From an optimization exercise on the open Yosys and OpenROAD flow, aimed at small area; shortcuts taken in it are not production practice.
In this exercise RTL edits were held to simulation tests only and were not proved equivalent to the original.
The flow treats the clock pin as an ideal source. Dropping or thinning the clock tree relies on that and would not hold on a real chip.
No activity file was given, so power comes from the tool's default toggle rates.

==> flow/design.v <==
`timescale 1ns / 1ns
module Elevator(CLOCK_50, reset_n, SW, HEX0, LEDR, GPIO);
	input [5:0] SW;
	output [2:0] LEDR;
	output [4:0] GPIO;
	output [6:0] HEX0;
	input CLOCK_50;
	input reset_n;
	localparam [15:0] TICK_START = 16'h676B;
	localparam [15:0] TICK_END   = 16'h7AFD;
	localparam [15:0] TICK_POL   = 16'hAAAA;
	reg [15:0] tick_r;
	wire [15:0] tick = tick_r ^ TICK_POL;
	wire wrap = &(tick | ~TICK_END);
	wire [15:0] tick_next = (reset_n == 1'b0 || wrap) ? TICK_START :
	                        {tick[14:0], ~(tick[15] ^ tick[6])};
	reg delay;
	always @(posedge CLOCK_50)
	begin
		tick_r <= tick_next ^ TICK_POL;
		delay <= reset_n & wrap;
	end
	localparam [15:0] Q_NEXT0 = 16'b0111000010001111;
	localparam [15:0] Q_NEXT1 = 16'b1010101010101010;
	localparam [15:0] Q_NEXT2 = 16'b1100110011001100;
	localparam [15:0] Q_NEXT3 = 16'b1111000011110000;
	localparam [15:0] SEG0 = 16'b0101000010100000;
	localparam [15:0] SEG1 = 16'b1010110010010000;
	localparam [15:0] SEG2 = 16'b1010101000000000;
	localparam [15:0] SEG3 = 16'b0001100100101010;
	localparam [15:0] SEG4 = 16'b0001010100100110;
	localparam [15:0] SEG5 = 16'b0101001100000100;
	localparam [15:0] SEG6 = 16'b1001000101000000;
	localparam [3:0] Q_0 = 4'd6, Q_3 = 4'd2, Q_15 = 4'd11;
	reg [3:0] q;
	reg stop;
	wire [3:0] q_next = {Q_NEXT3[q], Q_NEXT2[q], Q_NEXT1[q], Q_NEXT0[q]};
	always @(posedge CLOCK_50)
	begin
		if (reset_n == 1'b0 || SW[0] == 1'b0 || q == Q_15)
			q <= Q_0;
		else if (delay)
			q <= q_next;
	end
	always @(posedge CLOCK_50)
	begin
		if (reset_n == 1'b0)
			stop <= 1'b0;
		else if (q == Q_3)
			stop <= 1'b1;
	end
	assign HEX0 = {SEG6[q], SEG5[q], SEG4[q], SEG3[q], SEG2[q], SEG1[q], SEG0[q]};
	StepperControl driver(CLOCK_50, reset_n, SW[3], SW[4], stop, wrap, LEDR[2:0], GPIO[3:0]);
	assign GPIO[4] = 1'b0;
endmodule
module StepperControl(clock, reset_n, reset, direction, stop, wrap, led, stepperPins);
input clock, reset_n, reset, direction, stop;
input wrap;
output [2:0] led;
output [3:0] stepperPins;
reg [2:0] SevenCount_n;
wire [2:0] SevenCount = ~SevenCount_n;
always @ (posedge clock)
begin
    if (reset_n == 0)
        SevenCount_n <= 3'b111;
    else if (wrap)
        SevenCount_n <= ~(SevenCount + 1'b1);
    else if (SevenCount == 3'b111 || reset == 0)
        SevenCount_n <= 3'b111;
end
assign led = SevenCount_n;
reg [5:0] sub;
reg [6:0] unit;
reg [3:0] slow;
wire sub_end  = ~(sub[5] | sub[3] | sub[1] | sub[0]);    
wire last_5   = (unit[6:5] == 2'b11) & (unit[3:0] == 4'b1111);  
wire slow_end = last_5 & ~sub[3];                          
wire hit = stop ? (slow > {1'b0, SevenCount}) : (unit[3:0] > {1'b0, SevenCount});
always @ (posedge clock)
begin
	if (reset_n == 0 || hit || sub_end || slow_end)
		sub <= 6'b111111;
	else
		sub <= {sub[4:0], sub[5] ^ sub[0]};
	if (reset_n == 0 || hit || slow_end)
		unit <= 7'd0;
	else if (sub_end)
		unit <= unit + 1'b1;
	if (reset_n == 0 || hit)
		slow <= 4'd0;
	else if (slow_end)
		slow <= slow + 1'b1;
end
localparam [7:0] STEP_NEXT0 = 8'b00110011;
localparam [7:0] STEP_NEXT1 = 8'b11100001;
localparam [7:0] STEP_NEXT2 = 8'b10101010;
localparam [7:0] PIN_F0 = 8'b11000100;
localparam [7:0] PIN_F1 = 8'b10100010;
localparam [7:0] PIN_F2 = 8'b00011010;
localparam [7:0] PIN_F3 = 8'b00001101;
localparam [7:0] PIN_B0 = 8'b00001101;
localparam [7:0] PIN_B1 = 8'b00011010;
localparam [7:0] PIN_B2 = 8'b10100010;
localparam [7:0] PIN_B3 = 8'b11000100;
reg [2:0] step;
always @ (posedge clock)
begin
	if (reset_n == 0)
		step <= 3'd0;
	else if (hit)
		step <= {STEP_NEXT2[step], STEP_NEXT1[step], STEP_NEXT0[step]};
end
assign stepperPins = direction ? {PIN_F3[step], PIN_F2[step], PIN_F1[step], PIN_F0[step]}
                               : {PIN_B3[step], PIN_B2[step], PIN_B1[step], PIN_B0[step]};
endmodule
==> flow/config.mk <==
export PLATFORM = sky130hd
export DESIGN_NAME = Elevator
export DESIGN_NICKNAME = Elevator
export VERILOG_FILES = /design/flow/design.v
export SDC_FILE = /design/flow/constraint.sdc
export NUM_CORES = 4
export LEC_CHECK = 0
export CAP_MARGIN = 20
export CORE_AREA = 2 2 61 61
export DIE_AREA = 0 0 63 63
export GPL_TIMING_DRIVEN = 0
export SLEW_MARGIN = 20
==> flow/constraint.sdc <==
create_clock -name core_clock -period 10.0 [get_ports {CLOCK_50}]
set_input_delay 2.0000 -clock core_clock [delete_from_list [all_inputs] [get_ports {CLOCK_50}]]
set_output_delay 2.0000 -clock core_clock [all_outputs]
set_load 0.01 [all_outputs]
standard.sh (not shown) runs the stock make flow with config.mk's settings and CLKGATE_MAP_FILE= SYNTH_SCRIPT=/design/flow/synth_recipe.tcl, a recipe that flattens the netlist after the stock synthesis.
==> flow/flow/run.sh <==
#!/bin/bash
# Layout flow: the standard ORFS flow (standard.sh) with
#  - synthesis mapped for area (flow/synth_area.tcl), kept only if its
#    registers are exactly the standard synthesis's (same names and cells),
#    with the smallest buffer for pass-through outputs;
#  - ports buffered with the smallest buffer;
#  - a one-level clock tree (flow/cts_pre.tcl);
set -euo pipefail
here=$(pwd)
res="$here/orfs/results/$FLOW_PLATFORM/Elevator/base"

regs() {
  # register instance, cell and output net of a synthesised netlist
  awk '/sky130_fd_sc_hd__df/ {cell=$1; name=$2} cell && /\.Q\(/ {print name, cell, $0; cell=""}' "$1" | sed 's/  */ /g' | sort
}

# 1. the standard synthesis, for reference
bash standard.sh synth > "$here/synth_standard.log" 2>&1
cp "$res/1_2_yosys.v" "$here/synth_standard.v"
regs "$here/synth_standard.v" > "$here/regs_standard.txt"

# 2. the area-mapped synthesis
rm -f "$res"/1_*
bash standard.sh synth SYNTH_SCRIPT="$here/flow/synth_area.tcl" \
  MIN_BUF_CELL_AND_PORTS="sky130_fd_sc_hd__buf_1 A X" > "$here/synth_area.log" 2>&1
regs "$res/1_2_yosys.v" > "$here/regs_area.txt"
if ! cmp -s "$here/regs_standard.txt" "$here/regs_area.txt"; then
  echo "registers differ from the standard synthesis: using the standard synthesis" | tee -a "$here/synth_area.log"
  rm -f "$res"/1_*
  bash standard.sh synth > "$here/synth_standard2.log" 2>&1
fi

# 3. the layout
bash standard.sh finish \
  BUFFER_PORTS_ARGS="-buffer_cell sky130_fd_sc_hd__buf_1" \
  PRE_CTS_TCL="$here/flow/cts_pre.tcl" \
  CORE_UTILIZATION= \
  > "$here/layout.log" 2>&1
==> flow/flow/cts_pre.tcl <==
# Clock tree of one level (read by run.sh as PRE_CTS_TCL): the design has a few dozen registers, so the
# clock port drives clock_nbuf clock buffers, each placed at the centre
# of its group of registers (groups of equal size by k-means on the register positions).
# clock_tree_synthesis's H-tree would add a root buffer and larger leaves.
set ::clock_port CLOCK_50
set ::clock_buf sky130_fd_sc_hd__buf_4
set ::clock_nbuf 4

rename ::clock_tree_synthesis ::my_orig_clock_tree_synthesis
proc ::clock_tree_synthesis {args} {
  global clock_port clock_buf clock_nbuf
  set block [ord::get_db_block]
  set db [ord::get_db]
  set clk_net [[$block findBTerm $clock_port] getNet]
  set master [$db findMaster $clock_buf]
  set k $clock_nbuf
  set sinks {}
  foreach iterm [$clk_net getITerms] {
    set box [[$iterm getInst] getBBox]
    lappend sinks [list $iterm [expr { ([$box xMin] + [$box xMax]) / 2.0 }] [expr { ([$box yMin] + [$box yMax]) / 2.0 }]]
  }
  set n [llength $sinks]
  # initial centres: sinks spread along the sorted x order
  set sorted [lsort -real -index 1 $sinks]
  set centres {}
  for {set c 0} {$c < $k} {incr c} {
    set s [lindex $sorted [expr { int(($c + 0.5) * $n / $k) }]]
    lappend centres [list [lindex $s 1] [lindex $s 2]]
  }
  # k-means with groups of at most ceil(n/k) registers: each round hands
  # the (register, centre) pairs out nearest first
  set cap [expr { ($n + $k - 1) / $k }]
  for {set it 0} {$it < 50} {incr it} {
    set pairs {}
    for {set i 0} {$i < $n} {incr i} {
      set s [lindex $sinks $i]
      for {set c 0} {$c < $k} {incr c} {
        set d [expr { ([lindex $s 1] - [lindex $centres $c 0]) ** 2 + ([lindex $s 2] - [lindex $centres $c 1]) ** 2 }]
        lappend pairs [list $d $i $c]
      }
    }
    set assign [lrepeat $n -1]
    set count [lrepeat $k 0]
    foreach p [lsort -real -index 0 $pairs] {
      lassign $p d i c
      if { [lindex $assign $i] < 0 && [lindex $count $c] < $cap } {
        lset assign $i $c
        lset count $c [expr { [lindex $count $c] + 1 }]
      }
    }
    set new {}
    for {set c 0} {$c < $k} {incr c} {
      set sx 0; set sy 0; set m 0
      foreach s $sinks a $assign {
        if { $a == $c } { set sx [expr { $sx + [lindex $s 1] }]; set sy [expr { $sy + [lindex $s 2] }]; incr m }
      }
      if { $m > 0 } { lappend new [list [expr { $sx / $m }] [expr { $sy / $m }]] } else { lappend new [lindex $centres $c] }
    }
    set centres $new
  }
  for {set c 0} {$c < $k} {incr c} {
    set inst [odb::dbInst_create $block $master clkbuf_0_$c]
    set net [odb::dbNet_create $block clknet_0_$c]
    $net setSigType CLOCK
    set m 0
    foreach s $sinks a $assign {
      if { $a == $c } {
        set iterm [lindex $s 0]
        $iterm disconnect
        $iterm connect $net
        incr m
      }
    }
    [$inst findITerm A] connect $clk_net
    [$inst findITerm X] connect $net
    $inst setLocation [expr { int([lindex $centres $c 0]) }] [expr { int([lindex $centres $c 1]) }]
    $inst setPlacementStatus PLACED
    puts "clock buffer clkbuf_0_$c ($clock_buf) drives $m clock pins"
  }
}
Other scripts of this flow, unchanged in this note and not shown: flow/flow/abc_area1.script, flow/flow/abc_area10.script, flow/flow/abc_area11.script, flow/flow/abc_area12.script, flow/flow/abc_area2.script, flow/flow/abc_area3.script, flow/flow/abc_area4.script, flow/flow/abc_area6.script, flow/flow/abc_area8.script, flow/flow/abc_area9.script, flow/flow/synth_area.tcl
Rerun with:
--- a/flow/flow/cts_pre.tcl
+++ b/flow/flow/cts_pre.tcl
@@ -1,4 +1,4 @@
-# Clock tree of one level (read by run.sh as PRE_CTS_TCL): the design has a few dozen registers, so the
-# clock port drives clock_nbuf clock buffers, each placed at the centre
+# Clock tree of one level (read by run.sh as PRE_CTS_TCL): the design has a
+# few dozen registers, so the clock port drives clock_nbuf buffers, each placed at the centre
 # of its group of registers (groups of equal size by k-means on the register positions).
 # clock_tree_synthesis's H-tree would add a root buffer and larger leaves.
CAP_MARGIN = 5   (was 20)
SLEW_MARGIN = 5   (was 20)
Outcome:
- die area stays the same
- setup slack stays the same
- routed wire length is about the same
- total power hardly moves
- sequential share of layout area came out higher by 0.14 points
- synthesized area stays the same
Rerun with:
--- a/flow/flow/cts_pre.tcl
+++ b/flow/flow/cts_pre.tcl
@@ -1,9 +1,9 @@
-# Clock tree of one level (read by run.sh as PRE_CTS_TCL): the design has a
-# few dozen registers, so the clock port drives clock_nbuf buffers, each placed at the centre
+# Clock tree of one level (read by run.sh as PRE_CTS_TCL): the design has a few dozen registers, so the
+# clock port drives clock_nbuf clock buffers, each placed at the centre
 # of its group of registers (groups of equal size by k-means on the register positions).
 # clock_tree_synthesis's H-tree would add a root buffer and larger leaves.
 set ::clock_port CLOCK_50
-set ::clock_buf sky130_fd_sc_hd__buf_4
-set ::clock_nbuf 4
+set ::clock_buf sky130_fd_sc_hd__buf_8
+set ::clock_nbuf 2
 
 rename ::clock_tree_synthesis ::my_orig_clock_tree_synthesis
CAP_MARGIN = 20   (was 5)
SLEW_MARGIN = 20   (was 5)
Final cell count goes down by 0.39%.
Core utilization climbs by 0.15 points.
Combinational power barely changes.
Worst setup slack hardly moves.
Wire length falls by 1.2%.
Maximum frequency barely changes.
Global-route usage went down by 0.46 points.
Rerun with:
--- a/flow/flow/cts_pre.tcl
+++ b/flow/flow/cts_pre.tcl
@@ -4,6 +4,6 @@
 # clock_tree_synthesis's H-tree would add a root buffer and larger leaves.
 set ::clock_port CLOCK_50
-set ::clock_buf sky130_fd_sc_hd__buf_8
-set ::clock_nbuf 2
+set ::clock_buf sky130_fd_sc_hd__buf_4
+set ::clock_nbuf 4
 
 rename ::clock_tree_synthesis ::my_orig_clock_tree_synthesis
CAP_MARGIN = 5   (was 20)
PLACE_DENSITY = 0.85   (was not set)
SLEW_MARGIN = 5   (was 20)
- cell count rose slightly
- setup slack improved by 4.9 ps
- register-to-register slack got worse by 30 ps
- sequential share of layout area rose by 0.14 points
- die area is unchanged
- wire length fell by a few percent
- synthesized area is unchanged
- sequential power hardly moves
- final area stays flat
- core utilization fell by 0.15 points
No run of this note takes its clock network from TritonCTS; it comes from the design's own scripts or RTL.

separate check: timing with driven ports:
In the flow no input, the clock included, has a driving cell. The finished layouts below were timed again as built, in two steps. Step 1: set_driving_cell puts a clkbuf_16 on CLOCK_50 and a buf_2 on each other input, an assumption about the parent block. Step 2 also shifts input and output timing later by t, the mid clock arrival at the registers, as if the neighbouring blocks saw the same clock. Three values: ideal ports, drivers, drivers and shift; two values: the first two.
run | t, ns | slack for setup (ns) | worst hold slack (ns) | clock arrival spread, ns | worst slew at a driven data input, ns
the first run | 0.178 | 5.404 / 5.381 / 5.381 | 0.382 / 0.382 / 0.382 | 0.005 / 0.004 | 0.03
the second run | 0.179 | 5.404 / 5.381 / 5.381 | 0.382 / 0.382 / 0.382 | 0.004 / 0.004 | 0.03
the third run | 0.177 | 5.402 / 5.379 / 5.379 | 0.384 / 0.384 / 0.384 | 0.005 / 0.004 | 0.03
the fourth run | 0.180 | 5.407 / 5.383 / 5.383 | 0.374 / 0.374 / 0.374 | 0.011 / 0.012 | 0.04
After both steps setup and hold are still met in every run listed. For the fourth run, which loses most, drivers alone change the setup slack by -0.024 ns; drivers and shift together by -0.024 ns.
